This is an optimization exercise on Yosys and OpenROAD, whose aim is small area, not a production implementation. Only simulation tests tie the RTL to the original design; equivalence was not proved. Power and IR drop assume default switching activity.

## P_HV_image
module P_HV_image (clk, reset, scalar, out_p);
input clk, reset;
input [1439:0] scalar;
output [143:0] out_p;
reg  [9:0] nv;
wire [9:0] n      = ~{nv[0],nv[1],nv[2],nv[3],nv[4],nv[5],nv[6],nv[7],nv[8],nv[9]};
wire [9:0] n_next = n + 10'd1;
always @(posedge clk)
    if (reset) nv <= 10'h3ff;
    else       nv <= ~{n_next[0],n_next[1],n_next[2],n_next[3],n_next[4],
                       n_next[5],n_next[6],n_next[7],n_next[8],n_next[9]};
reg  [143:0] q;
wire [143:0] bs;
genvar i;
generate
for (i = 0; i < 144; i = i + 1) begin : ch
    vdc_cmp cmp (.a(scalar[10*i+9:10*i]), .nv(nv), .gt(bs[i]));
end
endgenerate
assign out_p = bs ^ q;
always @(posedge clk)
    if (reset) q <= 144'd0;
    else       q <= out_p;
endmodule
Size in the first run: about 2,800 cells after synthesis, about 150 flip-flops, about 1,600 I/O pins, ~22,000 um2 of cells after synthesis.
export LEC_CHECK = 0
export CAP_MARGIN = 20
export CELL_PAD_IN_SITES_DETAIL_PLACEMENT = 1
export CELL_PAD_IN_SITES_GLOBAL_PLACEMENT = 1
export CORE_AREA = 5 5 315 315
export CTS_BUF_LIST = sky130_fd_sc_hd__clkbuf_4 sky130_fd_sc_hd__clkbuf_8
export DIE_AREA = 0 0 320 320
export PLACE_DENSITY = 0.35
export SLEW_MARGIN = 20
export SYNTH_HIERARCHICAL = 1
export SYNTH_MINIMUM_KEEP_SIZE = 0
create_clock -name core_clock -period 6.0 [get_ports {clk}]
standard.sh (not shown) runs the stock make flow with config.mk's settings and CLKGATE_MAP_FILE= SYNTH_SCRIPT=/design/flow/synth_recipe.tcl, a recipe that flattens the netlist after the stock synthesis.
==> flow/flow/run.sh <==
#!/bin/bash
# Standard synthesis, then the standard layout with three changes:
# combinational cells start at their smallest drive strength (downsize.tcl,
# after floorplan), the port buffers are buf_1 cells, and repair_timing's power
# recovery downsizes cells on paths with positive slack after global routing.
set -euo pipefail
W=$(pwd)
bash standard.sh synth > "$W/synth.log" 2>&1
bash standard.sh \
  "POST_FLOORPLAN_TCL=$W/flow/downsize.tcl" \
  "BUFFER_PORTS_ARGS=-buffer_cell sky130_fd_sc_hd__buf_1" \
  "RECOVER_POWER=100" \
  "PLACE_PINS_ARGS=-min_distance 1 -min_distance_in_tracks" \
  finish > "$W/layout.log" 2>&1
==> flow/flow/downsize.tcl <==
# Swap every combinational cell that synthesis gave a drive strength above
# the smallest to the smallest cell of the same function; later repair steps
# size up again wherever timing, slew or capacitance needs it.
set n 0
foreach inst [get_cells *] {
  set m [get_property $inst ref_name]
  if {![regexp {^(sky130_fd_sc_hd__[a-z0-9]+)_([0-9]+)$} $m -> base drv]} { continue }
  if {[regexp {df|dl|sdf|edf|conb|tap|fill|decap} $base]} { continue }
  set cur [get_lib_cells */$m]
  set best ""
  set best_area [get_property $cur area]
  foreach d {0 1 2} {
    if {$d >= $drv} { break }
    set cand [get_lib_cells -quiet */${base}_$d]
    if {$cand eq ""} { continue }
    if {[get_property $cand dont_use]} { continue }
    set a [get_property $cand area]
    if {$a < $best_area} { set best $cand; set best_area $a }
  }
  if {$best ne ""} {
    replace_cell $inst $best
    incr n
  }
}
puts "downsize: swapped $n cells to a smaller drive strength"
The starting point completed, yet does not pass: capacitance limit, slew limit.
==> next run, changes <==
==> flow/flow/run.sh (replaced) <==
#!/bin/bash
# Standard synthesis, then the standard layout with two changes:
# combinational cells start at their smallest drive strength (downsize.tcl,
# after floorplan; later repair steps size up where timing, slew or
# capacitance need it), and the port buffers are buf_1 cells.
set -euo pipefail
W=$(pwd)
bash standard.sh synth > "$W/synth.log" 2>&1
bash standard.sh \
  "POST_FLOORPLAN_TCL=$W/flow/downsize.tcl" \
  "BUFFER_PORTS_ARGS=-buffer_cell sky130_fd_sc_hd__buf_1" \
  "PLACE_PINS_ARGS=-min_distance 1 -min_distance_in_tracks" \
  finish > "$W/layout.log" 2>&1
After rerunning: With this change the flow ran to the end with no violations; routed wire length is about the same; critical path depth does not change; sequential share of layout area stays flat; combinational power hardly moves; die area does not change.

========
P_HV_image, a different RTL version from the one above (not shown whole).
Size: ~150 flip-flops, about 21000 µm² of cells after synthesis.
Settings: LEC_CHECK=0, CAP_MARGIN=20, CORE_AREA=5 5 295 295, DIE_AREA=0 0 300 300, SLEW_MARGIN=20, SYNTH_HIERARCHICAL=1, SYNTH_MINIMUM_KEEP_SIZE=0; clock period 6.0 ns.
==> flow/flow/run.sh <==
#!/bin/bash
# Standard synthesis, then the standard layout with three changes:
# combinational cells start at their smallest drive strength (downsize.tcl,
# after floorplan), the port buffers are buf_1 cells, and repair_timing's power
# recovery downsizes cells on paths with positive slack after global routing.
set -euo pipefail
W=$(pwd)
bash standard.sh synth > "$W/synth.log" 2>&1
bash standard.sh \
  "POST_FLOORPLAN_TCL=$W/flow/downsize.tcl" \
  "BUFFER_PORTS_ARGS=-buffer_cell sky130_fd_sc_hd__buf_1" \
  "RECOVER_POWER=100" \
  finish > "$W/layout.log" 2>&1
Scripts as last shown in full above: flow/flow/downsize.tcl
The first run never finished: it broke off in 3_2_place_iop.
Edit:
==> flow/run.sh (new file) <==
#!/bin/bash
# synth_recipe.tcl (not shown) runs the flow's synth.tcl, then flattens the netlist and writes it again
# the make line also repeats each setting of config.mk as NAME=value (left out here)
make -C /OpenROAD-flow-scripts/flow DESIGN_CONFIG=/design/flow/config.mk WORK_HOME=/design/flow/orfs CLKGATE_MAP_FILE= SYNTH_SCRIPT=/design/flow/synth_recipe.tcl finish
removed: flow/flow/run.sh
removed: flow/flow/downsize.tcl
removed: flow/standard.sh
The new run stopped in 3_2_place_iop (PPL-0024).
Synthesized area is unchanged.
Synthesized cell count does not change.

========
== job 2476 ==
Another version of the RTL of P_HV_image (not shown whole).
Size in the first run: ~2700 cells after synthesis, ~150 flip-flops, roughly 1600 I/O pins, ~0.021 sq mm of cells after synthesis.
Settings: LEC_CHECK=0, CAP_MARGIN=20, CELL_PAD_IN_SITES_DETAIL_PLACEMENT=1, CELL_PAD_IN_SITES_GLOBAL_PLACEMENT=1, CORE_AREA=5 5 315 315, CTS_BUF_LIST=sky130_fd_sc_hd__clkbuf_4 sky130_fd_sc_hd__clkbuf_8, DIE_AREA=0 0 320 320, PLACE_DENSITY=0.35, SLEW_MARGIN=20, SYNTH_HIERARCHICAL=1, SYNTH_MINIMUM_KEEP_SIZE=0; clock period 6.0 ns.
==> flow/flow/run.sh <==
#!/bin/bash
# Standard synthesis, then the standard layout with two changes:
# combinational cells start at their smallest drive strength (downsize.tcl,
# after floorplan; later repair steps size up where timing, slew or
# capacitance need it), the port buffers are buf_1 cells, each channel's
# pins are kept together (io.tcl), and clock tree synthesis adds no dummy
# loads.
set -euo pipefail
W=$(pwd)
bash standard.sh synth > "$W/synth.log" 2>&1
bash standard.sh \
  "POST_FLOORPLAN_TCL=$W/flow/downsize.tcl" \
  "BUFFER_PORTS_ARGS=-buffer_cell sky130_fd_sc_hd__buf_1" \
  "PLACE_PINS_ARGS=-min_distance 1 -min_distance_in_tracks" \
  "PRE_IO_PLACEMENT_TCL=$W/flow/io.tcl" \
  "CTS_ARGS=-sink_clustering_enable -repair_clock_nets -dont_use_dummy_load -buf_list {sky130_fd_sc_hd__clkbuf_4 sky130_fd_sc_hd__clkbuf_8}" \
  finish > "$W/layout.log" 2>&1
==> flow/flow/downsize.tcl <==
# Swap every combinational cell that synthesis gave a drive strength above
# the smallest to the smallest cell of the same function; later repair steps
# size up again wherever timing, slew or capacitance needs it.
set n 0
foreach inst [get_cells *] {
  set m [get_property $inst ref_name]
  if {![regexp {^(sky130_fd_sc_hd__[a-z0-9]+)_([0-9]+)$} $m -> base drv]} { continue }
  if {[regexp {df|dl|sdf|edf|conb|tap|fill|decap} $base]} { continue }
  set cur [get_lib_cells */$m]
  set best ""
  set best_area [get_property $cur area]
  foreach d {0 1 2} {
    if {$d >= $drv} { break }
    set cand [get_lib_cells -quiet */${base}_$d]
    if {$cand eq ""} { continue }
    if {[get_property $cand dont_use]} { continue }
    set a [get_property $cand area]
    if {$a < $best_area} { set best $cand; set best_area $a }
  }
  if {$best ne ""} {
    replace_cell $inst $best
    incr n
  }
}
puts "downsize: swapped $n cells to a smaller drive strength"
==> flow/flow/io.tcl <==
# Keep each channel's pins together, in the order its logic uses them:
# scalar[10*i] .. scalar[10*i+9], then out_p[i].
for {set i 0} {$i < 144} {incr i} {
  set pins {}
  for {set b 0} {$b < 10} {incr b} {
    lappend pins "scalar\[[expr {10 * $i + $b}]\]"
  }
  lappend pins "out_p\[$i\]"
  set_io_pin_constraint -group -order -pin_names $pins
}
Job 2476 finished end to end and its layout was clean on timing, DRC and antenna.
Setup changes, job 2476 to job 9142
diff --git a/flow/flow/run.sh b/flow/flow/run.sh
--- a/flow/flow/run.sh
+++ b/flow/flow/run.sh
@@ -5,3 +5,2 @@
-# capacitance need it), the port buffers are buf_1 cells, each channel's
-# pins are kept together (io.tcl), and clock tree synthesis adds no dummy
-# loads.
+# capacitance need it), the port buffers are buf_1 cells, and each channel's
+# pins are kept together (io.tcl).
@@ -16 +14,0 @@
-  "CTS_ARGS=-sink_clustering_enable -repair_clock_nets -dont_use_dummy_load -buf_list {sky130_fd_sc_hd__clkbuf_4 sky130_fd_sc_hd__clkbuf_8}" \
Results
- No stage failed in job 9142, and the final checks on the layout all came back clean.
- Final setup skew improves in job 9142 relative to job 2476.
- When job 9142 is measured against job 2476, its initial antenna violation count turns out 2 higher.
- Compared to job 2476, job 9142 has combinational fraction of design power 2.3 points lower.
- Against job 2476, worst ir drop on vdd in job 9142 fell by a few percent.
- On wire length, job 9142 and job 2476 are basically level.
- Detailed route, job 9142 vs job 2476: via total higher for job 9142
- Number of sinks handled by clock tree synthesis across job 9142 and job 2476: no real change.
Input-level comparison between job 7398 and job 9142:
- CTS_CLUSTER_DIAMETER now 120, previously not set
- CTS_CLUSTER_SIZE now 30, previously not set
- Job 7398 -> job 9142: post-layout instance count excluding filler cells delta 0, exact match
- Re non-clock buffer count: no difference whatsoever between job 7398 and job 9142.
- Re fmax: no difference whatsoever between job 7398 and job 9142.

[re-timing with driven ports]
How much do the figures lean on ideal ports? The routed layouts below were timed once more, with nothing changed but the port constraints.
Step 1 assumes that a clkbuf_16 drives the clock port and a buf_2 every other input.
Step 2 adds t to the input delays and takes it off the output delays; t is the mean of the earliest and latest rising clock arrival at the registers after step 1. Input paths then give back, and output paths get back, about the clock's delay inside the block.
Slacks: no drivers / after step 1 / after step 2; pairs: no drivers / after step 1.
| run | shift t [ns] | setup WS [ns] | worst register clock-pin slew, ns | worst data-port slew with drivers (ns) | cell pins on the clock port's net |
|---|---|---|---|---|---|
| the first run of note 1 | 0.591 | 0.155 / 0.091 / 0.217 | 0.11 / 0.11 | 0.21 | 1 |
| the second run of note 1 | 0.595 | 0.186 / 0.122 / 0.256 | 0.12 / 0.12 | 0.21 | 1 |
| job 2476 | 0.599 | 0.207 / 0.148 / 0.148 | 0.09 / 0.09 | 0.21 | 1 |
| job 9142 | 0.601 | 0.190 / 0.147 / 0.147 | 0.11 / 0.11 | 0.23 | 1 |
| job 7398 | 0.601 | 0.190 / 0.147 / 0.147 | 0.11 / 0.11 | 0.23 | 1 |
The setup slack of job 2476, which loses most, moves by -0.059 ns with the drivers and by -0.059 ns with both steps.
